Source: an optimization exercise on an open RTL-to-GDS flow (aim: small area). Production flows keep margins and buffers that such runs may drop.
Only simulation tests tie the RTL to the original design; equivalence was not proved.
The flow treats the clock pin as an ideal source, which a real chip does not have.
Power figures rest on the tool's default switching activity, not on a simulated workload.

File: flow/design.v
module dbc(
input clk,
input rst,
input signal_i,
output reg signal_o,
output rise,       
output pulse,      
output started     
    );
    function [4:0] L;
        input [4:0] x;
        L = {x[3:0], x[4] ^ x[2]};
    endfunction
    localparam [4:0] Z   = 5'b00001;   
    localparam [4:0] T19 = 5'b00110;   
    localparam [4:0] R   = 5'b10000;   
    reg [4:0] cnt;
    reg [1:0] ph;
    wire flip = (cnt == T19);
    wire s = signal_o ^ flip;
    wire diff = signal_i ^ s;
    assign rise = signal_o & (ph == 2'd2);
    assign pulse = signal_o & (ph == 2'd3);
    assign started = (cnt != R);
    always @(posedge clk or posedge rst) begin
        if (rst) begin
            signal_o <= 1'b0;
            cnt <= R;
        end else begin
            signal_o <= s;
            cnt <= (diff & ~flip) ? L(cnt) : (diff ? L(Z) : Z);
        end
    end
    always @(posedge clk)
        ph <= flip ? 2'd1 : ph + {1'b0, ph != 2'd0};
endmodule
module card_generator(input hit, input clk, input rst, input [3:0] lstate,
                      output reg [3:0] card, output reg same);
reg par;
reg [3:0] v;
always @(*) begin
    case ({par, lstate})
        5'd0: v = 4'd2;
        5'd1: v = 4'd8;
        5'd2: v = 4'd2;
        5'd3: v = 4'd4;
        5'd4: v = 4'd10;
        5'd5: v = 4'd8;
        5'd6: v = 4'd4;
        5'd7: v = 4'd10;
        5'd8: v = 4'd6;
        5'd9: v = 4'd6;
        5'd10: v = 4'd4;
        5'd11: v = 4'd8;
        5'd12: v = 4'd10;
        5'd13: v = 4'd2;
        5'd14: v = 4'd6;
        5'd16: v = 4'd7;
        5'd17: v = 4'd3;
        5'd18: v = 4'd7;
        5'd19: v = 4'd9;
        5'd20: v = 4'd5;
        5'd21: v = 4'd3;
        5'd22: v = 4'd9;
        5'd23: v = 4'd5;
        5'd24: v = 4'd11;
        5'd25: v = 4'd11;
        5'd26: v = 4'd9;
        5'd27: v = 4'd3;
        5'd28: v = 4'd5;
        5'd29: v = 4'd7;
        5'd30: v = 4'd11;
        default: v = 4'bx;    
    endcase
end
always @(posedge clk or posedge rst) begin
    if (rst)
        par <= 1'b0;
    else
        par <= ~par;
end
always @(posedge clk) begin
    if (hit) begin
        card <= v;
        same <= (v == card);
    end
end
endmodule
module lfsr (out, state, clk, rst);
  output reg [3:0] out;
  output [3:0] state;
  input clk, rst;
  reg [3:0] number;
  assign state = number;
  wire feedback = ~(number[3] ^ number[2]);
  always @(posedge clk, posedge rst)
  begin
    if (rst)
      number <= 4'b0;
    else
      number <= {number[2:0], feedback};
  end
  always @(*) begin
    case (number)
      0: out = 5;
      1: out = 11;
      14: out = 8;
      13: out = 3;
      12: out = 10;
      15: out = 4'bx;    
      default: out = number;
    endcase
  end
endmodule
module bin2bcd_8b(
   input [7:0] bin,
   output reg [11:0] bcd
   );
integer i;
always @(bin) begin
    bcd = 0;
    for (i = 0; i < 8; i = i + 1) begin
        if (bcd[3:0] >= 5) bcd[3:0] = bcd[3:0] + 3;
        if (bcd[7:4] >= 5) bcd[7:4] = bcd[7:4] + 3;
        bcd = {bcd[10:0], bin[7-i]};
    end
end
endmodule
module lcd(clk, rst, trigger, started, ps, ds, fhp, shp, fhd, shd, bet,
           sf_e, e, rs, rw, d, c, b, a);
    parameter CW = 11;
    input clk, rst, trigger, started;
    input [4:0] ps, ds, fhp, shp, fhd, shd;
    input [7:0] bet;
    output sf_e;
    output reg e, rs, rw, d, c, b, a;
    reg [CW-1:0] count;
    reg [5:0] code;
    reg st;
    wire [6:0] idx = count[CW-1:CW-7];
    assign sf_e = started;
    wire refresh = started & (count[CW-8] ^ (count[CW-9:CW-11] == 3'd0));
    reg [7:0] sc;
    always @(*) begin
        case (idx)
            7'd17, 7'd19: sc = {3'b000, ps};
            7'd27, 7'd29: sc = {3'b000, ds};
            7'd37, 7'd39, 7'd41: sc = bet;
            7'd49, 7'd51: sc = {3'b000, fhp};
            7'd55, 7'd57: sc = {3'b000, shp};
            7'd65, 7'd67: sc = {3'b000, fhd};
            7'd71, 7'd73: sc = {3'b000, shd};
            default:      sc = 8'bx;    
        endcase
    end
    wire [11:0] dg;
    bin2bcd_8b conv(.bin(sc), .bcd(dg));
    wire [1:0] tens = dg[5:4];
    wire [4:0] ones5 = {1'b0, dg[3:0]};
    reg [5:0] code_n;
    always @(*) begin
        case (idx)
            7'd0: code_n = 6'h03;
            7'd1: code_n = 6'h03;
            7'd2: code_n = 6'h03;
            7'd3: code_n = 6'h02;
            7'd4: code_n = 6'h02;
            7'd5: code_n = 6'h08;
            7'd6: code_n = 6'h00;
            7'd7: code_n = 6'h06;
            7'd8: code_n = 6'h00;
            7'd9: code_n = 6'h0C;
            7'd10: code_n = 6'h00;
            7'd11: code_n = 6'h01;
            7'd12: code_n = 6'h25;
            7'd13: code_n = 6'h20;
            7'd14: code_n = 6'h23;
            7'd15: code_n = 6'h2A;
            7'd16: code_n = 6'h23;
            7'd17: code_n = {4'h8, tens};
            7'd18: code_n = 6'h23;
            7'd19: code_n = {2'h2, ones5[3:0]};
            7'd20: code_n = 6'h22;
            7'd21: code_n = 6'h20;
            7'd22: code_n = 6'h24;
            7'd23: code_n = 6'h24;
            7'd24: code_n = 6'h23;
            7'd25: code_n = 6'h2A;
            7'd26: code_n = 6'h23;
            7'd27: code_n = {4'h8, tens};
            7'd28: code_n = 6'h23;
            7'd29: code_n = {2'h2, ones5[3:0]};
            7'd30: code_n = 6'h22;
            7'd31: code_n = 6'h20;
            7'd32: code_n = 6'h24;
            7'd33: code_n = 6'h22;
            7'd34: code_n = 6'h23;
            7'd35: code_n = 6'h2A;
            7'd36: code_n = 6'h23;
            7'd37: code_n = {2'h2, dg[11:8]};
            7'd38: code_n = 6'h23;
            7'd39: code_n = {2'h2, dg[7:4]};
            7'd40: code_n = 6'h23;
            7'd41: code_n = {2'h2, dg[3:0]};
            7'd42: code_n = 6'h0C;
            7'd43: code_n = 6'h00;
            7'd44: code_n = 6'h25;
            7'd45: code_n = 6'h20;
            7'd46: code_n = 6'h23;
            7'd47: code_n = 6'h2A;
            7'd48: code_n = 6'h23;
            7'd49: code_n = {4'h8, tens};
            7'd50: code_n = 6'h23;
            7'd51: code_n = {2'h2, ones5[3:0]};
            7'd52: code_n = 6'h22;
            7'd53: code_n = 6'h20;
            7'd54: code_n = 6'h23;
            7'd55: code_n = {4'h8, tens};
            7'd56: code_n = 6'h23;
            7'd57: code_n = {2'h2, ones5[3:0]};
            7'd58: code_n = 6'h22;
            7'd59: code_n = 6'h20;
            7'd60: code_n = 6'h24;
            7'd61: code_n = 6'h24;
            7'd62: code_n = 6'h23;
            7'd63: code_n = 6'h2A;
            7'd64: code_n = 6'h23;
            7'd65: code_n = {4'h8, tens};
            7'd66: code_n = 6'h23;
            7'd67: code_n = {2'h2, ones5[3:0]};
            7'd68: code_n = 6'h22;
            7'd69: code_n = 6'h20;
            7'd70: code_n = 6'h23;
            7'd71: code_n = {4'h8, tens};
            7'd72: code_n = 6'h23;
            7'd73: code_n = {2'h2, ones5[3:0]};
            default: code_n = 6'h10;
        endcase
    end
    always @(posedge clk or posedge rst) begin
        if (rst) begin
            count <= 0;
            code <= 0;
            st <= 0;
            {e, rs, rw, d, c, b, a} <= 0;
        end else if (!st) begin
            count <= count + 1'b1;
            code <= code_n;
            {e, rs, rw, d, c, b, a} <= {refresh, code};
            if (idx == 7'd127)
                st <= 1'b1;
        end else if (trigger)
            st <= 1'b0;
    end
endmodule
`timescale 1ns / 1ps
module blackjack(
	input reset,
	input clk,
	input hit,
	input stay,
	input double_down,
	input split,
	output win,
	output tie,
	output lose,
	output sf_e, e, rs, rw, d, c, b, a
    );
wire hit_out, stay_out, dd_out, split_out;
wire hit_rise, hit_sp, stay_sp, double_down_sp, split_sp;
wire started;
dbc hit_debounce(.clk(clk), .rst(reset), .signal_i(hit), .signal_o(hit_out), .rise(hit_rise), .pulse(hit_sp), .started(started));
dbc stay_debounce(.clk(clk), .rst(reset), .signal_i(stay), .signal_o(stay_out), .rise(), .pulse(stay_sp), .started());
dbc dd_debounce(.clk(clk), .rst(reset), .signal_i(double_down), .signal_o(dd_out), .rise(), .pulse(double_down_sp), .started());
dbc split_debounce(.clk(clk), .rst(reset), .signal_i(split), .signal_o(split_out), .rise(), .pulse(split_sp), .started());
wire [3:0] d_card, lstate;
lfsr d_new_card(.clk(clk), .rst(reset), .out(d_card), .state(lstate));
wire [3:0] card;
wire same;
card_generator new_card(.hit(hit_rise), .clk(clk), .rst(reset), .lstate(lstate), .card(card), .same(same));
reg [4:0] ps, X, fhp, shp, shd;
reg [7:0] bet;
reg [4:0] state;
localparam [4:0] S_INIT = 5'b00000,
                 S_DDA = 5'b00010,
                 S_DDB = 5'b00011,
                 S_P0 = 5'b00100,
                 S_P1 = 5'b00101,
                 S_P2 = 5'b00110,
                 S_P3 = 5'b00111,
                 S_DL1 = 5'b01000,
                 S_DLN = 5'b01001,
                 S_DLS = 5'b01010,
                 S_DL1D = 5'b01100,
                 S_DLND = 5'b01101,
                 S_DLSD = 5'b01110,
                 S_SFHA = 5'b10000,
                 S_SFHB = 5'b10001,
                 S_SSHA = 5'b10100,
                 S_SSHB = 5'b10101,
                 S_RES = 5'b10010,
                 S_RESD = 5'b10011,
                 S_DONE = 5'b10110,
                 S_DFH1 = 5'b11000,
                 S_DFHN = 5'b11001,
                 S_DFHS = 5'b11010,
                 S_DSH = 5'b11101,
                 S_DSHS = 5'b11110;
wire splitted = |fhp;    
wire trigger = hit_out | stay_out | dd_out | split_out;
lcd lcdTest(.clk(clk), .rst(reset), .trigger(trigger), .started(started),
    .ps(ps), .ds(splitted ? 5'd0 : X), .fhp(fhp), .shp(shp), .fhd(splitted ? X : 5'd0), .shd(shd),
    .bet(bet), .sf_e(sf_e), .e(e), .rs(rs), .rw(rw), .d(d), .c(c), .b(b), .a(a));
wire isP   = (state == S_P0) || (state == S_P1) || (state == S_P2) || (state == S_P3);
wire isDDA = (state == S_DDA);
wire in_sfh = (state == S_SFHA) || (state == S_SFHB);
wire in_ssh = (state == S_SSHA) || (state == S_SSHB);
wire in_dsh = (state == S_DSH);
wire dl_add = (state == S_DL1) || (state == S_DLN) || (state == S_DL1D) || (state == S_DLND)
           || (state == S_DFH1) || (state == S_DFHN);
wire resf = (state == S_RES) || (state == S_RESD);
wire clr = (resf || state == S_DONE) && split_sp;    
wire betok = bet >= 8'd10;
wire pl = isP && betok;
reg [1:0] ncp;    
always @(*) begin
    case (state)
        S_P1: ncp = 2'd1;
        S_P2: ncp = 2'd2;
        S_P3: ncp = 2'd3;
        default: ncp = 2'd0;
    endcase
end
wire [1:0] ncp1 = hit_sp ? ((ncp == 2'd3) ? 2'd3 : ncp + 2'd1) : ncp;
wire split_ev = pl && split_sp && ncp1 == 2'd2 && same;
wire dealer_turn = dl_add || in_dsh;
wire [4:0] A = clr ? 5'd0 : in_sfh ? fhp : in_ssh ? shp : dl_add ? X : in_dsh ? shd : ps;
wire [4:0] padd = (card == 4'd11 && A > 5'd10) ? 5'd1 : {1'b0, card};
wire [4:0] B = clr ? 5'd0 : dealer_turn ? {1'b0, d_card} : padd;
wire [4:0] sum = A + B;
wire [4:0] psum = sum;
wire [4:0] dsum = sum;
wire [4:0] np = hit_sp ? sum : A;
wire ge21 = np >= 5'd21;
wire d17 = sum >= 5'd17;
wire we_ps = clr || (hit_sp && (pl || isDDA));
wire we_fh = clr || (hit_sp && in_sfh);
wire we_sh = clr || (hit_sp && in_ssh);
wire we_x  = clr || dl_add;
wire we_sd = clr || in_dsh;
function [2:0] hand;
    input [4:0] p, dl;
    input chk0;
    begin
        if (p > 21 && dl > 21) hand = 3'b010;
        else if (p > 21) hand = 3'b001;
        else if (dl > 21) hand = 3'b100;
        else if (dl > p) hand = 3'b001;
        else if (dl < p) hand = 3'b100;
        else if (!chk0 || (p != 0 && dl != 0)) hand = 3'b010;
        else hand = 3'b000;
    end
endfunction
wire [4:0] p1 = splitted ? fhp : ps;
wire [2:0] h1 = hand(p1, X, splitted);
wire [2:0] h2 = hand(shp, shd, 1'b1);
wire ddg = (state == S_RESD);
reg [7:0] delta;
always @(*) begin
    if (splitted) begin
        delta = (h1[2] ? 8'd10 : h1[0] ? -8'd10 : 8'd0) + (h2[2] ? 8'd10 : h2[0] ? -8'd10 : 8'd0);
    end else begin
        if (h1[2]) delta = ddg ? 8'd20 : (ps == 5'd21) ? 8'd15 : 8'd10;
        else if (h1[0]) delta = (ddg && !(ps > 21)) ? -8'd20 : -8'd10;
        else delta = 8'd0;
    end
end
wire [2:0] res = h1 | h2;
assign {win, tie, lose} = (state == S_DONE) ? res : 3'b000;
reg [4:0] nstate;
always @(*) begin
    nstate = state;
    case (state)
        S_INIT: nstate = S_P0;
        S_P0, S_P1, S_P2, S_P3:
            if (betok) begin
                nstate = (ncp1 == 2'd0) ? S_P0 : (ncp1 == 2'd1) ? S_P1 : (ncp1 == 2'd2) ? S_P2 : S_P3;
                if ((stay_sp && ncp1 >= 2) || ge21)
                    nstate = S_DL1;
                if (double_down_sp && ncp1 == 2 && (np == 9 || np == 10 || np == 11) && bet >= 20)
                    nstate = S_DDA;
                if (split_ev)
                    nstate = S_SFHA;
            end
        S_DDA: if (hit_sp) nstate = stay_sp ? S_DL1D : S_DDB;
        S_DDB: if (stay_sp) nstate = S_DL1D;
        S_DL1: nstate = S_DLN;
        S_DL1D: nstate = S_DLND;
        S_DFH1: nstate = S_DFHN;
        S_DLN: if (d17) nstate = S_DLS;
        S_DLND: if (d17) nstate = S_DLSD;
        S_DFHN: if (d17) nstate = S_DFHS;
        S_DLS: nstate = S_RES;
        S_DLSD: nstate = S_RESD;
        S_SFHA, S_SFHB: begin
                if (hit_sp) nstate = S_SFHB;
                if ((stay_sp && (hit_sp || state == S_SFHB)) || ge21)
                    nstate = S_DFH1;
            end
        S_DFHS: nstate = S_SSHA;
        S_SSHA, S_SSHB: begin
                if (hit_sp) nstate = S_SSHB;
                if ((stay_sp && (hit_sp || state == S_SSHB)) || ge21)
                    nstate = S_DSH;
            end
        S_DSH: if (d17) nstate = S_DSHS;
        S_DSHS: nstate = S_RES;
        S_RES, S_RESD: nstate = S_DONE;
        S_DONE: ;
        default: nstate = 5'bx;    
    endcase
    if (clr) nstate = S_INIT;
end
always @(posedge clk or posedge reset) begin
    if (reset) begin
        ps <= 0; X <= 0; fhp <= 0; shp <= 0; shd <= 0;
        bet <= 8'd100;
        state <= S_INIT;
    end else begin
        state <= nstate;
        if (we_ps) ps <= psum;
        if (split_ev) begin
            fhp <= {1'b0, card};
            shp <= {1'b0, card};
        end else begin
            if (we_fh) fhp <= psum;
            if (we_sh) shp <= psum;
        end
        if (we_x) X <= dsum;
        if (we_sd) shd <= dsum;
        if (resf) bet <= bet + delta;
    end
end
endmodule
File: flow/flow/run.sh
#!/bin/bash
# Layout flow: the standard synthesis, then the combinational logic between
# the (unchanged) registers is re-optimised for area with ABC, then the standard flow's
# standard layout from floorplan to finish. Each tool writes its own log here.
set -uo pipefail
W=$(pwd)
R=$W/orfs/results/${FLOW_PLATFORM}/blackjack/base
LIB=$FLOW_HOME/platforms/${FLOW_PLATFORM}/lib/sky130_fd_sc_hd__tt_025C_1v80.lib

bash standard.sh synth > $W/log_1_std_synth.txt 2>&1 || exit 1
cp $R/1_2_yosys.v $W/std_netlist.v

# don't-use cells of the platform
python3 - "$FLOW_HOME/platforms/${FLOW_PLATFORM}/config.mk" > $W/dont_use.txt <<'PY'
import re, sys
txt = open(sys.argv[1]).read().replace("\\\n", " ")
cells = set()
for m in re.finditer(r"DONT_USE_CELLS\s*\+?=([^\n]*)", txt):
    cells.update(re.findall(r"sky130_fd_sc_hd__\w+", m.group(1)))
print(" ".join(f"-dont_use {c}" for c in sorted(cells)))
PY
DU=$(cat $W/dont_use.txt)

best=""
bestarea=""
for s in $W/flow/abc_*.script; do
  n=$(basename $s .script)
  cat > $W/resynth_$n.ys <<EOS
read_liberty -ignore_miss_func $LIB
blackbox sky130_fd_sc_hd__*df* sky130_fd_sc_hd__dl*
read_verilog $W/std_netlist.v
hierarchy -top $FLOW_TOP
flatten
opt_clean -purge
abc -script $s -liberty $LIB $DU
opt_clean -purge
hilomap -singleton -hicell sky130_fd_sc_hd__conb_1 HI -locell sky130_fd_sc_hd__conb_1 LO
opt_clean -purge
tee -o $W/stat_$n.txt stat -liberty $LIB
write_verilog -noattr -nohex -nodec $W/netlist_$n.v
EOS
  ( timeout 1200 yosys -s $W/resynth_$n.ys > $W/log_2_resynth_$n.txt 2>&1 ) &
  # at most NUM_CORES at once
  while (( $(jobs -rp | wc -l) >= ${NUM_CORES:-4} )); do sleep 1; done
done
wait
for s in $W/flow/abc_*.script; do
  n=$(basename $s .script)
  a=$(grep -o "Chip area for module.*: [0-9.]*" $W/stat_$n.txt 2>/dev/null | awk '{print $NF}')
  [[ -z "$a" || ! -s $W/netlist_$n.v ]] && continue
  # only cell instances (no behavioural registers) may come out
  grep -qE "^\s*(reg|always)\b" $W/netlist_$n.v && continue
  # the registers must be the standard synthesis's, by name and cell type
  grep -oE "sky130_fd_sc_hd__[a-z]*(df|dl)[a-z0-9_]* [^ ]*" $W/std_netlist.v | sort > $W/regs_std.txt
  grep -oE "sky130_fd_sc_hd__[a-z]*(df|dl)[a-z0-9_]* [^ ]*" $W/netlist_$n.v | sort > $W/regs_$n.txt
  cmp -s $W/regs_std.txt $W/regs_$n.txt || continue
  if [[ -z "$best" ]] || python3 -c "import sys; sys.exit(0 if $a < $bestarea else 1)"; then
    best=$n; bestarea=$a
  fi
done
echo "chosen: ${best:-standard} ${bestarea}" > $W/log_2_resynth_choice.txt
if [[ -n "$best" ]]; then
  cp $W/netlist_$best.v $R/1_2_yosys.v
  touch $R/1_2_yosys.v
fi

# extra make settings for the layout, one per line
ARGS=()
if [[ -f $W/flow/layout_args.txt ]]; then
  while IFS= read -r line; do [[ -n "$line" ]] && ARGS+=("$line"); done < $W/flow/layout_args.txt
fi
# upsize slow clock buffers after CTS
ARGS+=("POST_CTS_TCL=$W/flow/post_cts.tcl")
# build a two-level clock tree of our own before CTS (CTS_ARGS then leaves it alone)
[[ -f $W/flow/pre_cts.tcl ]] && ARGS+=("PRE_CTS_TCL=$W/flow/pre_cts.tcl")
bash standard.sh "${ARGS[@]}" finish > $W/log_3_std_layout.txt 2>&1 || exit 1
File: flow/flow/abc_s1.script
strash
&get -n
&deepsyn -T 120 -S 21
&put
dch -f
amap
topo
File: flow/flow/abc_s10.script
strash
&get -n
&deepsyn -T 120 -S 30
&put
dch -f
amap -m
topo
File: flow/flow/abc_s11.script
strash
&get -n
&deepsyn -T 120 -S 31
&put
dch -f
amap
topo
File: flow/flow/abc_s12.script
strash
&get -n
&deepsyn -T 120 -S 32
&put
dch -f
amap -m
topo
File: flow/flow/abc_s13.script
strash
&get -n
&deepsyn -T 120 -S 33
&put
dch -f
amap
topo
File: flow/flow/abc_s14.script
strash
&get -n
&deepsyn -T 120 -S 34
&put
dch -f
amap -m
topo
File: flow/flow/abc_s15.script
strash
&get -n
&deepsyn -T 120 -S 35
&put
dch -f
amap
topo
File: flow/flow/abc_s16.script
strash
&get -n
&deepsyn -T 120 -S 36
&put
dch -f
amap -m
topo
File: flow/flow/abc_s2.script
strash
&get -n
&deepsyn -T 120 -S 22
&put
dch -f
amap
topo
File: flow/flow/abc_s3.script
strash
&get -n
&deepsyn -T 120 -S 23
&put
dch -f
amap
topo
File: flow/flow/abc_s4.script
strash
&get -n
&deepsyn -T 120 -S 24
&put
dch -f
amap
topo
File: flow/flow/abc_s5.script
strash
&get -n
&deepsyn -T 120 -S 25
&put
dch -f
amap -m
topo
File: flow/flow/abc_s6.script
strash
&get -n
&deepsyn -T 120 -S 26
&put
dch -f
amap -m
topo
File: flow/flow/abc_s7.script
strash
&get -n
&deepsyn -T 120 -S 27
&put
dch -f
amap -m
topo
File: flow/flow/abc_s8.script
strash
&get -n
&deepsyn -T 120 -S 28
&put
dch -f
amap -m
topo
File: flow/flow/abc_s9.script
strash
&get -n
&deepsyn -T 120 -S 29
&put
dch -f
amap
topo
File: flow/flow/layout_args.txt
BUFFER_PORTS_ARGS=-buffer_cell sky130_fd_sc_hd__buf_1
CTS_ARGS=-sink_clustering_enable -repair_clock_nets -buf_list sky130_fd_sc_hd__clkbuf_8 -dont_use_dummy_load
File: flow/flow/post_cts.tcl
# Upsize the clock buffers that drive a register clock pin with a slow slew.
estimate_parasitics -placement
set thr 120.0
set big [[ord::get_db] findMaster sky130_fd_sc_hd__clkbuf_16]
set drivers [dict create]
foreach pin [get_pins -hierarchical */CLK] {
  set s 0
  foreach a {slew_max_rise slew_max_fall} {
    set v [get_property $pin $a]
    if {[string is double -strict $v] && $v > $s} { set s $v }
  }
  set ps_ [expr {[sta::time_ui_sta $s] * 1e12}]
  if {$ps_ > 90.0} { puts "post-cts: [get_full_name $pin] slew $ps_ ps" }
  if {$ps_ > $thr} {
    set iterm [[ord::get_db_block] findITerm [get_full_name $pin]]
    if {$iterm == "NULL"} continue
    set net [$iterm getNet]
    foreach it [$net getITerms] {
      if {[$it isOutputSignal]} { dict set drivers [[$it getInst] getName] 1 }
    }
  }
}
set n 0
foreach name [dict keys $drivers] {
  set inst [[ord::get_db_block] findInst $name]
  set m [[$inst getMaster] getName]
  if {[string match "sky130_fd_sc_hd__clkbuf_*" $m] && $m != "sky130_fd_sc_hd__clkbuf_16"} {
    $inst swapMaster $big
    incr n
  }
}
puts "post-cts: upsized $n clock buffers (slew over $thr ps)"
if {$n > 0} {
  detailed_placement
  estimate_parasitics -placement
}
File: flow/standard.sh
#!/bin/bash
# synth_recipe.tcl (not shown) runs the flow's synth.tcl, then flattens the netlist and writes it again
# the make line also repeats each setting of config.mk as NAME=value (left out here)
make -C /OpenROAD-flow-scripts/flow DESIGN_CONFIG=/design/flow/config.mk WORK_HOME=/design/flow/orfs CLKGATE_MAP_FILE= SYNTH_SCRIPT=/design/flow/synth_recipe.tcl "${@:-finish}"
File: flow/config.mk
export PLATFORM = sky130hd
export DESIGN_NAME = blackjack
export DESIGN_NICKNAME = blackjack
export VERILOG_FILES = /design/flow/design.v
export SDC_FILE = /design/flow/constraint.sdc
export NUM_CORES = 4
export LEC_CHECK = 0
export ABC_AREA = 1
export CAP_MARGIN = 20
export CORE_MARGIN = 2
export CORE_UTILIZATION = 40
export CTS_BUF_LIST = sky130_fd_sc_hd__clkbuf_8
export HOLD_SLACK_MARGIN = 0
export SLEW_MARGIN = 20
File: flow/constraint.sdc
create_clock -name core_clock -period 10.0 [get_ports {clk}]
set_input_delay 2.0000 -clock core_clock [delete_from_list [all_inputs] [get_ports {clk}]]
set_output_delay 2.0000 -clock core_clock [all_outputs]
set_load 0.01 [all_outputs]
==> results.sh, run 1 <==
export IMPL_power_density_mw_per_mm2=137
export IMPL_layout_nets=826
export IMPL_detailed_route_drc_error_count=0
export IMPL_synth_area_mm2=0.00601
export IMPL_floorplan_core_area_mm2=0.0146
export IMPL_worst_endpoint_arrival_ps=6090
export IMPL_initial_core_util_pct=41.2
export IMPL_synth_nets=797
export IMPL_hold_path_startpoint="dd_debounce.ph[0]$_SDFF_PP1_"
export IMPL_post_route_cell_area_mm2=0.00644
export IMPL_ir_drop_worst_case_vdd_mv=0.0917
export IMPL_placement_io_buffers=16
export IMPL_grt_pass1_wl_mm=28.2
export IMPL_worstMarginPinSlew_ps=958
export IMPL_post_route_clock_period_utilization_pct=57.9
export IMPL_worst_r2r_endpoint="bet[7]$_DFFE_PP0P_"
export IMPL_timing_max_cap_violations=0
export IMPL_crit_reg2reg_launch="fhp[2]$_DFFE_PP0P_"
export IMPL_grt_antenna_before_repair=0
export IMPL_max_clock_freq_mhz=173
export IMPL_status="timing/DRC/antenna clean"
export IMPL_worst_hold_path_endpoint="dd_debounce.ph[0]$_SDFF_PP1_"
export IMPL_rows=44
export IMPL_dp_hpwl_mm=13.5
export IMPL_final_fill_count=1486
export IMPL_setup_viol=0
export IMPL_finalHoldViolCount=0
export IMPL_cp_required_ps=10300
export IMPL_die_y_um=127
export IMPL_via_count=5937
export IMPL_route_antenna_remaining_nets=0
export IMPL_finalWirelength_mm=17.4
export IMPL_setup_tns_final_ps=0
export IMPL_syn_area_per_cell_um2=7.59
export IMPL_diode_count=0
export IMPL_rsz0062_at_grt="no"
export IMPL_worst_hold_path_num_cells=1
export IMPL_timing_critical_path_fanout_max=7
export IMPL_yosysWarnings=6
export IMPL_post_route_cells_drive_above_1_share_pct=2.44
export IMPL_worst_r2r_cell_count=27
export IMPL_first_global_vias=5498
export IMPL_design_power_total_uw=882
export IMPL_synthCells=791
export IMPL_die_area_mm2=0.0160
export IMPL_drt_first_pass_iters=8
export IMPL_tritoncts_clock_tree="yes"
export IMPL_reg2reg_slack_ps=4210
export IMPL_cellLeakagePower_nw=2.46
export IMPL_place_congestion=0.961
export IMPL_finalMaxSlewViolations=0
export IMPL_fin_util_pct=44.2
export IMPL_timing_hold_worst_class="reg2reg"
export IMPL_synthToLayoutAreaGrowth_pct=7.27
export IMPL_critical_path_endpoint_type="flop"
export IMPL_crit_start="fhp[2]$_DFFE_PP0P_"
export IMPL_path_clk_slew_ps=100
export IMPL_grt_overflow_total=0
export IMPL_drt_vias_per_instance=5.93
export IMPL_gr_usage_all_layers_pct=22.1
export IMPL_hold_ws_ps=472
export IMPL_dr_first_iter_drc_count=587
export IMPL_max_slew_headroom_at_the_worst_pin_pct=35.6
export IMPL_worst_clock_skew_on_the_final_layout_ps=27.8
export IMPL_insertion_delay_ps=390
export IMPL_cts_num_sinks=105
export IMPL_grt_max_degree=61
export IMPL_design_portCount=17
export IMPL_layout_min_cycle_time_ps=5790
export IMPL_detail_route_wl_per_cell_um=17.4
export IMPL_critPathKind="reg2reg"
export IMPL_cp_launch_type="flop"
export IMPL_placement_cell_area_mm2=0.00632
export IMPL_dieWidth_um=127
[worst max-delay path: stages (launching register included)]
cell                       delay [ps]
sky130_fd_sc_hd__dfrtp_1          420
sky130_fd_sc_hd__nor3_1           200
sky130_fd_sc_hd__nand3_1          230
sky130_fd_sc_hd__o21ai_0          350
sky130_fd_sc_hd__nor2_1            70
sky130_fd_sc_hd__a21oi_1          200
sky130_fd_sc_hd__o221ai_1         190
sky130_fd_sc_hd__o21ai_0          340
sky130_fd_sc_hd__o21ai_0          250
sky130_fd_sc_hd__nor2_1           190
sky130_fd_sc_hd__a21oi_1          110
sky130_fd_sc_hd__o32ai_1          410
sky130_fd_sc_hd__a21oi_1          230
sky130_fd_sc_hd__o22ai_1          260
sky130_fd_sc_hd__clkinv_1         120
sky130_fd_sc_hd__nand3_1          110
sky130_fd_sc_hd__nor2_1            60
sky130_fd_sc_hd__o21ai_0          470
sky130_fd_sc_hd__clkinv_1         180
sky130_fd_sc_hd__nor3_1           250
sky130_fd_sc_hd__nor2_1            90
sky130_fd_sc_hd__a21oi_1          140
sky130_fd_sc_hd__o21ai_0          140
sky130_fd_sc_hd__a211oi_1         300
sky130_fd_sc_hd__nand2_1          110
sky130_fd_sc_hd__o21ai_0          130
sky130_fd_sc_hd__nor2_1            70
sky130_fd_sc_hd__a21oi_1          110
[per-layer routing]
metal  wire length (µm)  up-vias  track usage, %
li1                   -     2873               -
met1               7520     2806            28.3
met2               8600      224            38.3
met3                929       34            3.75
met4                371        0            6.27
met5                  0        -               0
[flip-flops by register name (all words and copies together) (netlist names), 4 cells and up]
name and count:
d_new_card.number 4, dd_debounce.cnt 5, fhp 5, X 5
shp 5, shd 5, new_card.card 4, ps 5
bet 8, state 5, hit_debounce.cnt 5, lcdTest.code 6
split_debounce.cnt 5, lcdTest.count 11, stay_debounce.cnt 5
[cells in the final DEF, fill, tap and decap left out, drive strengths merged, types with 2 or more instances in the layout]
cell type	count
nor2	164
clkinv	128
dfrtp	85
a21oi	69
o21ai	62
nand2	55
o22ai	44
nor3	30
buf	18
nand3	11
a22oi	11
o21a	10
clkbuf	9
o32ai	8
or2	8
dfxtp	8
a31oi	7
nor2b	7
a211oi	7
dfstp	7
o221ai	6
nor4	6
a221oi	5
o31ai	5
edfxtp	5
nand4	4
a2111oi	4
a32oi	3
a22o	3
a21o	3
a311oi	2
a31o	2
a222oi	2
a41oi	2
o41ai	2
o32a	2
o22a	2
nor3b	2
[per-stage QoR]
stage,cells,setup slack (ps)
5_1_grt,1002,3600
2_1_floorplan,791,5490
3_5_place_dp,993,4490
3_3_place_gp,993,4560
6_report,1002,4210
[layout make-up]
cell class / count / area, µm² / area share [%]
Clock buffer: 9 / 124 / 1.92
Inverter: 128 / 482 / 7.48
Multi-Input combinational cell: 558 / 2910 / 45.2
Sequential cell: 105 / 2620 / 40.7
Tap cell: 184 / 230 / 3.57
Timing Repair Buffer: 18 / 75.1 / 1.17
[where the power goes]
group	total, mW	switching, mW	internal (mW)
clock network	0.216	0.135	0.0811
registers	0.521	0.0368	0.484
logic	0.145	0.0923	0.0528
total	0.882	0.264	0.618
[how the worst max path moves through the flow]
stage | endpoint | slack [ps] | depth (start not counted)
6_report | bet[7]$_DFFE_PP0P_ | 4210 | 27
5_1_grt | bet[7]$_DFFE_PP0P_ | 3600 | 27
3_5_place_dp | bet[7]$_DFFE_PP0P_ | 4490 | 27
3_3_place_gp | bet[7]$_DFFE_PP0P_ | 4560 | 27
2_1_floorplan | bet[7]$_DFFE_PP0P_ | 5490 | 27
==> run 2, diff against run 1 <==
--- a/flow/design.v
+++ b/flow/design.v
@@ -342,5 +342,5 @@
 wire [4:0] dsum = sum;
 wire [4:0] np = hit_sp ? sum : A;
-wire ge21 = np >= 5'd21;
+wire ge21 = hit_sp && (sum >= 5'd21);
 wire d17 = sum >= 5'd17;
 wire we_ps = clr || (hit_sp && (pl || isDDA));
@@ -363,6 +363,6 @@
 endfunction
 wire [4:0] p1 = splitted ? fhp : ps;
-wire [2:0] h1 = hand(p1, X, splitted);
-wire [2:0] h2 = hand(shp, shd, 1'b1);
+wire [2:0] h1 = hand(p1, X, 1'b0);
+wire [2:0] h2 = (shp != 5'd0) ? hand(shp, shd, 1'b0) : 3'b000;
 wire ddg = (state == S_RESD);
 reg [7:0] delta;
==> run 2 against run 1 <==
  * Global-route usage is 0.55 points lower
  * First-iteration DRC count increased by 8.9%
  * Clock power about the same
  * Register-to-register slack worse by 410 ps
  * Core utilization about the same
  * Fmax decreased by 6.6%
  * Non-clock buffer count is the same
  * Count of clock-buffer cells in the layout stayed put
  * Via count down 0.99%
  * Cell count fell by 1.0%
  * Critical path depth increased by 4
  * Largest power group unchanged
==> results.sh, run 2 <==
export IMPL_worst_path_stages=31
export IMPL_rows=44
export IMPL_setup_viol=0
export IMPL_cp_slowest_cell="sky130_fd_sc_hd__dfrtp_1"
export IMPL_crit_family="compound AO/OA/AOI/OAI gates"
export IMPL_worst_endpoint_arrival_ps=6510
export IMPL_fin_util_pct=44.2
export IMPL_gr_usage_met1_pct=28.4
export IMPL_initial_core_util_pct=41.2
export IMPL_path_clk_slew_ps=90
export IMPL_worstMarginPinSlew_ps=899
export IMPL_ir_drop_worst_case_vdd_mv=0.0641
export IMPL_setup_tns_final_ps=0
export IMPL_footprint_of_the_flip_flops_and_latches_mm2=0.00262
export IMPL_max_slew_headroom_at_the_worst_pin_pct=39.6
export IMPL_syn_area_per_cell_um2=7.70
export IMPL_critPathKind="reg2reg"
export IMPL_layout_nets=816
export IMPL_drt_vias_per_instance=5.93
export IMPL_largest_register_ff_count=11
export IMPL_groute_layer_met2_usage_pct=34.6
export IMPL_worst_r2r_cell_count=31
export IMPL_via_count=5878
export IMPL_worst_hold_path_num_cells=0
export IMPL_tritoncts_clock_tree="yes"
export IMPL_most_common_layout_cells="sky130_fd_sc_hd__nor2_1, sky130_fd_sc_hd__clkinv_1, sky130_fd_sc_hd__dfrtp_1"
export IMPL_dieWidth_um=127
export IMPL_timing_critical_path_buf_inv=2
export IMPL_detailed_route_drc_error_count=0
export IMPL_post_route_clock_period_utilization_pct=62.1
export IMPL_critical_path_endpoint_type="flop"
export IMPL_drt_first_pass_iters=5
export IMPL_finalWirelength_mm=16.6
export IMPL_dr_first_iter_drc_count=639
export IMPL_max_clock_freq_mhz=161
export IMPL_gr_usage_all_layers_pct=21.5
export IMPL_grt_pass1_wl_mm=27.9
export IMPL_grt_met3_usage_pct=3.08
export IMPL_floorplan_core_area_mm2=0.0146
export IMPL_reg_top3="lcdTest.count x11, bet x8, lcdTest.code x6"
export IMPL_final_fill_count=1475
export IMPL_route_antenna_remaining_nets=0
export IMPL_cts_num_sinks=105
export IMPL_crit_path_frequent_cell="sky130_fd_sc_hd__a21oi_1"
export IMPL_rsz0062_at_grt="no"
export IMPL_dp_hpwl_mm=12.7
export IMPL_placement_io_buffers=16
export IMPL_globalRoute_busiestLayer="met2"
export IMPL_layout_min_cycle_time_ps=6210
export IMPL_die_area_mm2=0.0160
export IMPL_cp_required_ps=10310
export IMPL_registers_top_by_ff_count="lcdTest.count"
export IMPL_synthCells=781
export IMPL_cellLeakagePower_nw=2.51
export IMPL_finalHoldViolCount=0
export IMPL_grt_max_degree=55
export IMPL_diode_count=0
export IMPL_worst_clock_skew_on_the_final_layout_ps=27.7
export IMPL_synth_nets=787
export IMPL_die_y_um=127
export IMPL_mostFrequentLayoutCell="sky130_fd_sc_hd__nor2_1"
export IMPL_cp_launch_type="flop"
export IMPL_detail_route_wl_per_cell_um=16.7
export IMPL_timing_max_cap_violations=0
export IMPL_yosysWarnings=6
export IMPL_place_congestion=0.964
export IMPL_timing_hold_worst_class="reg2reg"
export IMPL_multiInputGateArea_mm2=0.00293
export IMPL_grt_antenna_before_repair=0
export IMPL_finalMaxSlewViolations=0
export IMPL_design_portCount=17
export IMPL_power_density_mw_per_mm2=136
export IMPL_grt_overflow_total=0
export IMPL_synthToLayoutAreaGrowth_pct=7.18
export IMPL_post_route_cells_drive_above_1_share_pct=2.35
export IMPL_status="timing/DRC/antenna clean"
export IMPL_insertion_delay_ps=400
export IMPL_max_stage_delay_ps=470
export IMPL_timing_critical_path_fanout_max=8
export IMPL_first_global_vias=5708
export IMPL_synth_area_mm2=0.00601
-- run 2: changes by cell type in the layout (fill, tap and decap cells not counted), sizes merged, moves of 6 or more --
| cell | previous run | this run |
|---|---|---|
| o21a | 10 | 17 |
| nor2 | 164 | 144 |
| a21oi | 69 | 57 |
| nor4 | 6 | 12 |
| nand2 | 55 | 63 |
-- run 2: per-stage QoR --
step           cell area (µm²)  cells  hold slack (ps)  power (mW)  worst slack, ps
3_5_place_dp              6320    983              447       0.667             3970
6_report                  6450    992              477       0.876             3790
3_3_place_gp              6320    983              440       0.658             4010
5_1_grt                   6450    992              495       0.928             3110
2_1_floorplan             6010    781              415       0.627             5060
-- run 2: worst paths after layout --
kind / start / endpoint / slack, ps
min: d_new_card.number[2]$_DFF_PP0_ / d_new_card.number[3]$_DFF_PP0_ / 480
max reg2reg: fhp[4]$_DFFE_PP0P_ / bet[7]$_DFFE_PP0P_ / 3790
max in group asynchronous: reset / bet[1]$_DFFE_PP0P_ / 7200
min in group asynchronous: reset / lcdTest.count[6]$_DFFE_PP0N_ / 1640
max: fhp[4]$_DFFE_PP0P_ / bet[7]$_DFFE_PP0P_ / 3790
min reg2reg: d_new_card.number[2]$_DFF_PP0_ / d_new_card.number[3]$_DFF_PP0_ / 480
-- run 2: power by group --
group	total (mW)	internal [mW]	switching, mW
Sequential	0.515	0.483	0.0314
Clock	0.219	0.0812	0.138
Combinational	0.142	0.0509	0.0907
Total	0.876	0.616	0.260
-- run 2: layer usage --
metal	vias up	wire length [µm]
met2	227	7820
met4	0	509
met3	38	887
met1	2765	7360
li1	2848	-
met5	-	0
-- run 2: final cells by class --
class	count	area share, %
multi-input combinational	553	45.5
sequential	105	40.7
inverter	123	7.18
tap	184	3.57
clock buffer	9	1.92
timing repair buffer	18	1.16
==> run 3, diff against run 2 <==
==> flow/flow/abc_s17.script (new file) <==
strash
&get -n
&deepsyn -T 120 -S 37
&put
dch -f
amap
topo
==> flow/flow/abc_s18.script (new file) <==
strash
&get -n
&deepsyn -T 120 -S 38
&put
dch -f
amap -m
topo
==> flow/flow/abc_s19.script (new file) <==
strash
&get -n
&deepsyn -T 120 -S 39
&put
dch -f
amap
topo
==> flow/flow/abc_s20.script (new file) <==
strash
&get -n
&deepsyn -T 120 -S 40
&put
dch -f
amap -m
topo
==> flow/flow/abc_s21.script (new file) <==
strash
&get -n
&deepsyn -T 120 -S 41
&put
dch -f
amap
topo
==> flow/flow/abc_s22.script (new file) <==
strash
&get -n
&deepsyn -T 120 -S 42
&put
dch -f
amap -m
topo
==> flow/flow/abc_s23.script (new file) <==
strash
&get -n
&deepsyn -T 120 -S 43
&put
dch -f
amap
topo
==> flow/flow/abc_s24.script (new file) <==
strash
&get -n
&deepsyn -T 120 -S 44
&put
dch -f
amap -m
topo
==> run 3 against run 2 <==
  * Still clean on timing, DRC and antenna
  * Combinational power is essentially flat
  * Wire length stayed put
  * Register-to-register slack hardly changed
  * Die area unchanged
  * Largest cell class unchanged
==> results.sh, run 3 <==
export IMPL_placement_io_buffers=16
export IMPL_synthToLayoutAreaGrowth_pct=7.18
export IMPL_critPathKind="reg2reg"
export IMPL_timing_critical_path_buf_inv=2
export IMPL_post_route_clock_period_utilization_pct=62.1
export IMPL_cp_launch_type="flop"
export IMPL_drt_first_pass_iters=5
export IMPL_mostFrequentLayoutCell="sky130_fd_sc_hd__nor2_1"
export IMPL_gr_usage_all_layers_pct=21.5
export IMPL_crit_path_frequent_cell="sky130_fd_sc_hd__a21oi_1"
export IMPL_cp_slowest_cell="sky130_fd_sc_hd__dfrtp_1"
export IMPL_finalMaxSlewViolations=0
export IMPL_ir_drop_worst_case_vdd_mv=0.0641
export IMPL_critical_path_endpoint_type="flop"
export IMPL_crit_start="fhp[4]$_DFFE_PP0P_"
export IMPL_grt_antenna_before_repair=0
export IMPL_dieWidth_um=127
export IMPL_dpl_cell_count=983
export IMPL_timing_critical_path_fanout_max=8
export IMPL_finalWirelength_mm=16.6
export IMPL_worstMarginPinSlew_ps=899
export IMPL_power_density_mw_per_mm2=136
export IMPL_timing_max_cap_violations=0
export IMPL_registers_top_by_ff_count="lcdTest.count"
export IMPL_synth_nets=787
export IMPL_diode_count=0
export IMPL_worst_endpoint_arrival_ps=6510
export IMPL_synth_area_mm2=0.00601
export IMPL_detailed_route_drc_error_count=0
export IMPL_status="timing/DRC/antenna clean"
export IMPL_finalHoldViolCount=0
export IMPL_crit_reg2reg_launch="fhp[4]$_DFFE_PP0P_"
export IMPL_cellLeakagePower_nw=2.51
export IMPL_dr_first_iter_drc_count=639
export IMPL_max_slew_headroom_at_the_worst_pin_pct=39.6
export IMPL_worst_clock_skew_on_the_final_layout_ps=27.7
export IMPL_layout_cells_non_filler=992
export IMPL_layout_nets=816
export IMPL_route_antenna_remaining_nets=0
export IMPL_post_route_cells_drive_above_1_share_pct=2.35
export IMPL_rsz0062_at_grt="no"
export IMPL_syn_area_per_cell_um2=7.70
export IMPL_die_area_mm2=0.0160
export IMPL_detail_route_wl_per_cell_um=16.7
export IMPL_placement_cell_area_mm2=0.00632
export IMPL_cts_num_sinks=105
export IMPL_reg_top3="lcdTest.count x11, bet x8, lcdTest.code x6"
export IMPL_crit_family="compound AO/OA/AOI/OAI gates"
export IMPL_setup_tns_final_ps=0
export IMPL_max_clock_freq_mhz=161
export IMPL_layout_min_cycle_time_ps=6210
export IMPL_insertion_delay_ps=400
export IMPL_post_route_cell_area_mm2=0.00645
export IMPL_timing_hold_worst_class="reg2reg"
export IMPL_design_power_total_uw=876
export IMPL_dp_hpwl_mm=12.7
export IMPL_path_clk_slew_ps=90
export IMPL_initial_core_util_pct=41.2
export IMPL_largest_register_ff_count=11
export IMPL_cp_required_ps=10310
export IMPL_max_stage_delay_ps=470
export IMPL_place_congestion=0.964
export IMPL_fin_util_pct=44.2
export IMPL_synthCells=781
export IMPL_die_y_um=127
export IMPL_grt_pass1_wl_mm=27.9
export IMPL_setup_viol=0
export IMPL_floorplan_core_area_mm2=0.0146
export IMPL_design_portCount=17
export IMPL_first_global_vias=5708
export IMPL_hold_path_startpoint="d_new_card.number[2]$_DFF_PP0_"
export IMPL_most_common_layout_cells="sky130_fd_sc_hd__nor2_1, sky130_fd_sc_hd__clkinv_1, sky130_fd_sc_hd__dfrtp_1"
export IMPL_rows=44
export IMPL_drt_vias_per_instance=5.93
export IMPL_grt_max_degree=55
export IMPL_tritoncts_clock_tree="yes"
export IMPL_grt_overflow_total=0
export IMPL_yosysWarnings=6
export IMPL_via_count=5878
## run 3: power by group
group          internal, mW  switching, mW  total (mW)
clock network        0.0812          0.138       0.219
registers             0.483         0.0314       0.515
logic                0.0509         0.0907       0.142
total                 0.616          0.260       0.876
## run 3: final timing paths
kind	endpoint	slack [ps]	depth (start not counted)
max reg2reg	bet[7]$_DFFE_PP0P_	3790	31
min in group asynchronous	lcdTest.count[6]$_DFFE_PP0N_	1640	2
min reg2reg	d_new_card.number[3]$_DFF_PP0_	480	0
max	bet[7]$_DFFE_PP0P_	3790	31
max in group asynchronous	bet[1]$_DFFE_PP0P_	7200	3
min	d_new_card.number[3]$_DFF_PP0_	480	0
## run 3: layer usage
layer  routed length [µm]  GRT usage [%]  vias to the layer above
met2                 7820           34.6                      227
met4                  509           10.7                        0
met1                 7360           28.4                     2765
met3                  887           3.08                       38
met5                    0              0                        -
li1                     -              -                     2848
## run 3: through the flow
step                      setup WS [ps]  hold slack, ps
after floorplan                    5060             415
after global placement             4010             440
after detailed placement           3970             447
after global routing               3110             495
final                              3790             477
## run 3: layout make-up
class	count	area, µm²
clock buffers	9	124
fillers	1475	8140
inverters	123	463
multi-input cells	553	2930
flip-flops and latches	105	2620
well taps	184	230
repair buffers	18	75.1
==> run 4, diff against run 3 <==
--- a/flow/design.v
+++ b/flow/design.v
@@ -342,5 +342,5 @@
 wire [4:0] dsum = sum;
 wire [4:0] np = hit_sp ? sum : A;
-wire ge21 = hit_sp && (sum >= 5'd21);
+wire ge21 = np >= 5'd21;
 wire d17 = sum >= 5'd17;
 wire we_ps = clr || (hit_sp && (pl || isDDA));
@@ -363,6 +363,6 @@
 endfunction
 wire [4:0] p1 = splitted ? fhp : ps;
-wire [2:0] h1 = hand(p1, X, 1'b0);
-wire [2:0] h2 = (shp != 5'd0) ? hand(shp, shd, 1'b0) : 3'b000;
+wire [2:0] h1 = hand(p1, X, splitted);
+wire [2:0] h2 = hand(shp, shd, 1'b1);
 wire ddg = (state == S_RESD);
 reg [7:0] delta;
==> run 4 against run 3 <==
  * Still clean on timing, DRC and antenna
  * Power increased by 0.67%
  * Sequential power up 1%
  * Sequential cell count unchanged
==> results.sh, run 4 <==
export IMPL_status="timing/DRC/antenna clean"
export IMPL_design_portCount=17
export IMPL_finalMaxSlewViolations=0
export IMPL_rsz0062_at_grt="no"
export IMPL_max_slew_headroom_at_the_worst_pin_pct=35.6
export IMPL_worst_clock_skew_on_the_final_layout_ps=27.8
export IMPL_synthToLayoutAreaGrowth_pct=7.27
export IMPL_finalWirelength_mm=17.4
export IMPL_timing_critical_path_fanout_max=7
export IMPL_cellLeakagePower_nw=2.46
export IMPL_layout_nets=826
export IMPL_grt_max_degree=61
export IMPL_topRoutingLayerUsed="met4"
export IMPL_gr_usage_all_layers_pct=22.1
export IMPL_dp_hpwl_mm=13.5
export IMPL_synth_nets=797
export IMPL_path_clk_slew_ps=100
export IMPL_timing_max_cap_violations=0
export IMPL_cts_num_sinks=105
export IMPL_cp_required_ps=10300
export IMPL_grt_antenna_before_repair=0
export IMPL_tritoncts_clock_tree="yes"
export IMPL_worst_endpoint_arrival_ps=6090
export IMPL_critical_path_endpoint_type="flop"
export IMPL_max_stage_delay_ps=470
export IMPL_mostFrequentLayoutCell="sky130_fd_sc_hd__nor2_1"
export IMPL_most_common_layout_cells="sky130_fd_sc_hd__nor2_1, sky130_fd_sc_hd__clkinv_1, sky130_fd_sc_hd__dfrtp_1"
export IMPL_dpl_cell_count=993
export IMPL_drt_first_pass_iters=8
export IMPL_layout_cells_non_filler=1002
export IMPL_place_congestion=0.961
export IMPL_largest_register_ff_count=11
export IMPL_timing_hold_worst_class="reg2reg"
export IMPL_crit_path_frequent_cell="sky130_fd_sc_hd__o21ai_0"
export IMPL_syn_area_per_cell_um2=7.59
export IMPL_cp_slowest_cell="sky130_fd_sc_hd__o21ai_0"
export IMPL_ir_drop_worst_case_vdd_mv=0.0917
export IMPL_dieWidth_um=127
export IMPL_crit_family="compound AO/OA/AOI/OAI gates"
export IMPL_routed_wl_met2_mm=8.60
export IMPL_reg_top3="lcdTest.count x11, bet x8, lcdTest.code x6"
export IMPL_floorplan_core_area_mm2=0.0146
export IMPL_detail_route_wl_per_cell_um=17.4
export IMPL_insertion_delay_ps=390
export IMPL_diode_count=0
export IMPL_synth_area_mm2=0.00601
export IMPL_post_route_worst_setup_slack_ps=4210
export IMPL_first_global_vias=5498
export IMPL_dr_first_iter_drc_count=587
export IMPL_route_antenna_remaining_nets=0
export IMPL_wl_met1_mm=7.52
export IMPL_post_route_cells_drive_above_1_share_pct=2.44
export IMPL_grt_pass1_wl_mm=28.2
export IMPL_worstMarginPinSlew_ps=958
export IMPL_critPathKind="reg2reg"
export IMPL_die_area_mm2=0.0160
export IMPL_fin_util_pct=44.2
export IMPL_detailed_route_drc_error_count=0
export IMPL_layout_min_cycle_time_ps=5790
export IMPL_grt_overflow_total=0
export IMPL_preCtsSetupSlack_ps=4490
export IMPL_placement_io_buffers=16
export IMPL_cp_launch_type="flop"
export IMPL_setup_tns_final_ps=0
export IMPL_initial_core_util_pct=41.2
export IMPL_power_density_mw_per_mm2=137
export IMPL_via_count=5937
export IMPL_yosysWarnings=6
export IMPL_registers_top_by_ff_count="lcdTest.count"
export IMPL_hold_ws_ps=472
export IMPL_setup_viol=0
export IMPL_max_clock_freq_mhz=173
export IMPL_drt_vias_per_instance=5.93
export IMPL_die_y_um=127
export IMPL_finalHoldViolCount=0
export IMPL_timing_critical_path_buf_inv=2
export IMPL_post_route_clock_period_utilization_pct=57.9
export IMPL_synthCells=791
export IMPL_rows=44
export IMPL_met3_wire_length_um=929
==> run 4: layout make-up <==
type	instances	area, µm²
Inverter	128	482
Multi-Input combinational cell	558	2910
Clock buffer	9	124
Sequential cell	105	2620
Tap cell	184	230
Timing Repair Buffer	18	75.1
Fill cell	1486	8150
==> run 4: path summary, 6_finish.rpt <==
| path | from | endpoint | slack, ps | cells past startpoint |
|---|---|---|---|---|
| worst max-delay path | fhp[2]$_DFFE_PP0P_ | bet[7]$_DFFE_PP0P_ | 4210 | 27 |
| worst max register to register | fhp[2]$_DFFE_PP0P_ | bet[7]$_DFFE_PP0P_ | 4210 | 27 |
| min in group asynchronous | reset | lcdTest.e$_DFFE_PP0N_ | 1610 | 2 |
| worst min register to register | dd_debounce.ph[0]$_SDFF_PP1_ | dd_debounce.ph[0]$_SDFF_PP1_ | 470 | 1 |
| worst min-delay path | dd_debounce.ph[0]$_SDFF_PP1_ | dd_debounce.ph[0]$_SDFF_PP1_ | 470 | 1 |
| max in group asynchronous | reset | bet[1]$_DFFE_PP0P_ | 7190 | 3 |
==> run 4: per-layer routing <==
metal | global-route usage (%) | vias up
met5 | 0 | -
li1 | - | 2873
met1 | 28.3 | 2806
met4 | 6.27 | 0
met2 | 38.3 | 224
met3 | 3.75 | 34
==> run 4: power breakdown <==
group | total [mW] | internal, mW | leakage (nW) | switching [mW]
Clock | 0.216 | 0.0811 | 0.0647 | 0.135
Combinational | 0.145 | 0.0528 | 1.11 | 0.0923
Sequential | 0.521 | 0.484 | 1.29 | 0.0368
Total | 0.882 | 0.618 | 2.46 | 0.264
==> run 4: stage by stage <==
step           power (mW)  cell area, µm²
3_3_place_gp        0.669            6320
6_report            0.882            6440
5_1_grt             0.934            6440
3_5_place_dp        0.675            6320
2_1_floorplan       0.633            6010
==> run 5, diff against run 4 <==
--- a/flow/design.v
+++ b/flow/design.v
@@ -27,11 +27,11 @@
             signal_o <= 1'b0;
             cnt <= R;
+            ph <= 2'd0;
         end else begin
             signal_o <= s;
             cnt <= (diff & ~flip) ? L(cnt) : (diff ? L(Z) : Z);
+            ph <= flip ? 2'd1 : ph + {1'b0, ph != 2'd0};
         end
     end
-    always @(posedge clk)
-        ph <= flip ? 2'd1 : ph + {1'b0, ph != 2'd0};
 endmodule
 module card_generator(input hit, input clk, input rst, input [3:0] lstate,
==> flow/flow/abc_s1.script (replaced) <==
strash
&get -n
&deepsyn -T 60 -S 1
&put
dch -f
amap
topo
==> flow/flow/abc_s2.script (replaced) <==
strash
&get -n
&deepsyn -T 60 -S 2
&put
dch -f
amap
topo
==> flow/flow/abc_s3.script (replaced) <==
strash
&get -n
&deepsyn -T 60 -S 3
&put
dch -f
amap
topo
==> flow/flow/abc_s4.script (replaced) <==
strash
&get -n
&deepsyn -T 60 -S 4
&put
dch -f
amap
topo
==> flow/flow/layout_args.txt (replaced) <==
BUFFER_PORTS_ARGS=-buffer_cell sky130_fd_sc_hd__buf_1
CTS_ARGS=-clk_nets clk -dont_use_dummy_load
--- a/flow/flow/post_cts.tcl
+++ b/flow/flow/post_cts.tcl
@@ -1,5 +1,5 @@
 # Upsize the clock buffers that drive a register clock pin with a slow slew.
 estimate_parasitics -placement
-set thr 120.0
+set thr 1000.0
 set big [[ord::get_db] findMaster sky130_fd_sc_hd__clkbuf_16]
 set drivers [dict create]
@@ -10,6 +10,6 @@
     if {[string is double -strict $v] && $v > $s} { set s $v }
   }
-  set ps_ [expr {[sta::time_ui_sta $s] * 1e12}]
-  if {$ps_ > 90.0} { puts "post-cts: [get_full_name $pin] slew $ps_ ps" }
+  set ps_ [expr {[sta::time_sta_ui $s] * 1000.0}]
+  if {$ps_ > 100.0} { puts "post-cts: [get_full_name $pin] slew $ps_ ps" }
   if {$ps_ > $thr} {
     set iterm [[ord::get_db_block] findITerm [get_full_name $pin]]
==> flow/flow/pre_cts.tcl (new file) <==
# A two-level clock tree: the registers are split into K groups by location
# (k-means); each group is driven by one leaf buffer at its centre, and the
# leaves by one root buffer.
set K 7
set leafm [[ord::get_db] findMaster sky130_fd_sc_hd__clkbuf_8]
set rootm [[ord::get_db] findMaster sky130_fd_sc_hd__clkbuf_8]
set block [ord::get_db_block]
set clknet [$block findNet clk]
set pts {}
set its {}
foreach iterm [$clknet getITerms] {
  set bb [[$iterm getInst] getBBox]
  lappend pts [list [expr {([$bb xMin] + [$bb xMax]) / 2.0}] [expr {([$bb yMin] + [$bb yMax]) / 2.0}]]
  lappend its $iterm
}
set n [llength $pts]
# k-means, started from points spread along the sorted x order
set order [lsort -real -index 0 $pts]
set cs {}
for {set k 0} {$k < $K} {incr k} { lappend cs [lindex $order [expr {int(($k + 0.5) * $n / $K)}]] }
for {set it 0} {$it < 30} {incr it} {
  set asg {}
  foreach p $pts {
    set best 0; set bd 1e30
    for {set k 0} {$k < $K} {incr k} {
      set c [lindex $cs $k]
      set d [expr {abs([lindex $p 0] - [lindex $c 0]) + abs([lindex $p 1] - [lindex $c 1])}]
      if {$d < $bd} { set bd $d; set best $k }
    }
    lappend asg $best
  }
  set ncs {}
  for {set k 0} {$k < $K} {incr k} {
    set sx 0; set sy 0; set m 0
    foreach p $pts a $asg { if {$a == $k} { set sx [expr {$sx + [lindex $p 0]}]; set sy [expr {$sy + [lindex $p 1]}]; incr m } }
    if {$m > 0} { lappend ncs [list [expr {$sx / $m}] [expr {$sy / $m}]] } else { lappend ncs [lindex $cs $k] }
  }
  set cs $ncs
}
set root [odb::dbInst_create $block $rootm clkroot_buf]
set rnet [odb::dbNet_create $block clk_root]
$rnet setSigType CLOCK
set rx 0; set ry 0
for {set k 0} {$k < $K} {incr k} {
  set leaf [odb::dbInst_create $block $leafm clkleaf_buf_$k]
  set lnet [odb::dbNet_create $block clk_leaf_$k]
  $lnet setSigType CLOCK
  [$leaf findITerm A] connect $rnet
  [$leaf findITerm X] connect $lnet
  set c [lindex $cs $k]
  $leaf setLocation [expr {int([lindex $c 0])}] [expr {int([lindex $c 1])}]
  $leaf setPlacementStatus PLACED
  set rx [expr {$rx + [lindex $c 0]}]; set ry [expr {$ry + [lindex $c 1]}]
  set cnt 0
  foreach iterm $its a $asg { if {$a == $k} { $iterm disconnect; $iterm connect $lnet; incr cnt } }
  puts "clock leaf $k: $cnt registers"
}
[$root findITerm A] connect $clknet
[$root findITerm X] connect $rnet
$root setLocation [expr {int($rx / $K)}] [expr {int($ry / $K)}]
$root setPlacementStatus PLACED
removed: flow/flow/abc_s10.script
removed: flow/flow/abc_s11.script
removed: flow/flow/abc_s12.script
removed: flow/flow/abc_s13.script
removed: flow/flow/abc_s14.script
removed: flow/flow/abc_s15.script
removed: flow/flow/abc_s16.script
removed: flow/flow/abc_s17.script
removed: flow/flow/abc_s18.script
removed: flow/flow/abc_s19.script
removed: flow/flow/abc_s20.script
removed: flow/flow/abc_s21.script
removed: flow/flow/abc_s22.script
removed: flow/flow/abc_s23.script
removed: flow/flow/abc_s24.script
removed: flow/flow/abc_s5.script
removed: flow/flow/abc_s6.script
removed: flow/flow/abc_s7.script
removed: flow/flow/abc_s8.script
removed: flow/flow/abc_s9.script
==> run 5 against run 4 <==
  * Sequential power is essentially flat
  * Critical path depth rose by 5
  * Clock power increased by 12%
  * Global-route usage shrank 0.89 points
==> results.sh, run 5 <==
export IMPL_timing_critical_path_fanout_max=8
export IMPL_status="timing/DRC/antenna clean"
export IMPL_cp_slowest_cell="sky130_fd_sc_hd__a2111oi_0"
export IMPL_path_clk_slew_ps=90
export IMPL_gr_usage_all_layers_pct=21.2
export IMPL_max_clock_freq_mhz=165
export IMPL_final_fill_count=1513
export IMPL_finalMaxSlewViolations=0
export IMPL_diode_count=0
export IMPL_detail_route_wl_per_cell_um=16.8
export IMPL_p_int_uw=644
export IMPL_detailed_route_drc_error_count=0
export IMPL_sw_share_pct=29.1
export IMPL_registers_top_by_ff_count="lcdTest.count"
export IMPL_synthCells=809
export IMPL_rows=45
export IMPL_clock_power_share_pct=26.6
export IMPL_post_route_cells_drive_above_1_share_pct=2.16
export IMPL_setup_tns_final_ps=0
export IMPL_most_common_layout_cells="sky130_fd_sc_hd__nor2_1, sky130_fd_sc_hd__clkinv_1, sky130_fd_sc_hd__dfrtp_1"
export IMPL_place_congestion=0.983
export IMPL_ir_drop_worst_case_vdd_mv=0.128
export IMPL_grt_pass1_wl_mm=28.6
export IMPL_largest_register_ff_count=11
export IMPL_route_antenna_remaining_nets=0
export IMPL_dr_first_iter_drc_count=520
export IMPL_timing_max_cap_violations=0
export IMPL_dieWidth_um=128
export IMPL_grt_max_degree=59
export IMPL_timing_hold_worst_class="reg2reg"
export IMPL_die_area_mm2=0.0163
export IMPL_cp_launch_type="flop"
export IMPL_mostFrequentLayoutCell="sky130_fd_sc_hd__nor2_1"
export IMPL_synth_nets=815
export IMPL_insertion_delay_ps=420
export IMPL_floorplan_core_area_mm2=0.0151
export IMPL_crit_family="compound AO/OA/AOI/OAI gates"
export IMPL_finalHoldViolCount=0
export IMPL_cp_required_ps=10290
export IMPL_reg_top3="lcdTest.count x11, bet x8, lcdTest.code x6"
export IMPL_dp_hpwl_mm=13.4
export IMPL_die_y_um=128
export IMPL_synth_area_mm2=0.00613
export IMPL_drt_first_pass_iters=7
export IMPL_timing_critical_path_buf_inv=6
export IMPL_syn_area_per_cell_um2=7.58
export IMPL_initial_core_util_pct=40.7
export IMPL_synthToLayoutAreaGrowth_pct=7.63
export IMPL_yosysWarnings=6
export IMPL_cellLeakagePower_nw=2.57
export IMPL_via_count=5922
export IMPL_comb_power_share_pct=16.3
export IMPL_drt_vias_per_instance=5.79
export IMPL_design_portCount=17
export IMPL_critPathKind="reg2reg"
export IMPL_worst_clock_skew_on_the_final_layout_ps=48.5
export IMPL_design_power_total_uw=908
export IMPL_seq_power_share_pct=57.1
export IMPL_worst_endpoint_arrival_ps=6360
export IMPL_setup_viol=0
export IMPL_grt_overflow_total=0
export IMPL_power_net_switching_uw=264
export IMPL_worstMarginPinSlew_ps=935
export IMPL_power_density_mw_per_mm2=137
export IMPL_rsz0062_at_grt="no"
export IMPL_layout_nets=843
export IMPL_finalWirelength_mm=17.2
export IMPL_max_stage_delay_ps=510
export IMPL_grt_antenna_before_repair=0
export IMPL_crit_path_frequent_cell="sky130_fd_sc_hd__nor2_1"
export IMPL_critical_path_endpoint_type="flop"
export IMPL_first_global_vias=5632
export IMPL_placement_io_buffers=16
export IMPL_post_route_clock_period_utilization_pct=60.7
export IMPL_layout_min_cycle_time_ps=6070
export IMPL_max_slew_headroom_at_the_worst_pin_pct=37.2
-- run 5: path summary, 6_finish.rpt --
path | from | endpoint | slack, ps | cells after the start
worst max register to register | state[2]$_DFFE_PP0P_ | state[0]$_DFFE_PP0P_ | 3930 | 32
min in group asynchronous | reset | hit_debounce.cnt[1]$_DFF_PP0_ | 1610 | 2
worst min-delay path | d_new_card.number[0]$_DFF_PP0_ | d_new_card.number[1]$_DFF_PP0_ | 450 | 0
worst min register to register | d_new_card.number[0]$_DFF_PP0_ | d_new_card.number[1]$_DFF_PP0_ | 450 | 0
worst max-delay path | state[2]$_DFFE_PP0P_ | state[0]$_DFFE_PP0P_ | 3930 | 32
max in group asynchronous | reset | lcdTest.rw$_DFFE_PP0N_ | 7250 | 3
-- run 5: metrics by stage --
stage / hold WS [ps] / area, µm² / setup WS (ps) / instances / util (%)
6_report: 448 / 6600 / 3930 / 1023 / 43.8
5_1_grt: 457 / 6600 / 3050 / 1023 / 43.8
3_5_place_dp: 442 / 6450 / 4120 / 1015 / 42.7
3_3_place_gp: 450 / 6450 / 4290 / 1015 / 42.7
2_1_floorplan: 396 / 6130 / 5110 / 809 / -
-- run 5: area by class of cell --
type	count	area (µm²)	share of cell area [%]
Multi-Input combinational cell	571	2970	45.0
Tap cell	188	235	3.56
Sequential cell	105	2660	40.3
Inverter	133	502	7.60
Timing Repair Buffer	18	75.1	1.14
Buffer	8	155	2.35
-- run 5: routing by layer --
layer / vias up / GRT usage, % / wire length (µm)
met4: 0 / 5.04 / 465
met1: 2766 / 30.0 / 7840
met3: 36 / 2.17 / 1130
met2: 197 / 35.0 / 7770
met5: - / 0 / 0
li1: 2923 / - / -
-- run 5: worst reg2reg max path: cells and delay by family (launching register included) --
kind | cells | cell delay, ps
compound gates | 13 | 2580
buf+inv | 6 | 800
flops | 1 | 440
simple gates | 13 | 2130
-- run 5: power by group through the flow --
stage	Combinational (mW)	Clock, mW	Sequential, mW
global route	0.173	0.267	0.526
global placement	0.149	0	0.526
floorplan	0.118	0	0.518
finish	0.148	0.241	0.518
detailed placement	0.150	0	0.527

[port drivers added, routing unchanged]
How much do the figures lean on ideal ports? The routed layouts below were timed once more, with nothing changed but the port constraints. Step 1: set_driving_cell puts a clkbuf_16 on clk and a buf_2 on each other input, an assumption about the parent block. Step 2 moves the port delays by t, midway between the first and last clock arrival at a register: inputs arrive t later, outputs are due t later. That takes back most of the time a late clock gives input paths. Three values: ideal ports, drivers, drivers and shift; two values: the first two.
run	t (ns)	setup WS [ns]	worst hold slack (ns)	worst setup path at the end	worst register clock-pin slew, ns
run 1	0.419	4.206 / 4.206 / 4.206	0.472 / 0.472 / 0.472	register to register	0.10 / 0.10
run 2	0.420	3.794 / 3.794 / 3.794	0.477 / 0.477 / 0.477	register to register	0.11 / 0.11
run 3	0.420	3.794 / 3.794 / 3.794	0.477 / 0.477 / 0.477	register to register	0.11 / 0.11
run 4	0.419	4.206 / 4.206 / 4.206	0.472 / 0.472 / 0.472	register to register	0.10 / 0.10
run 5	0.431	3.925 / 3.925 / 3.925	0.448 / 0.448 / 0.448	register to register	0.09 / 0.09
After both steps setup and hold are still met in every run listed.
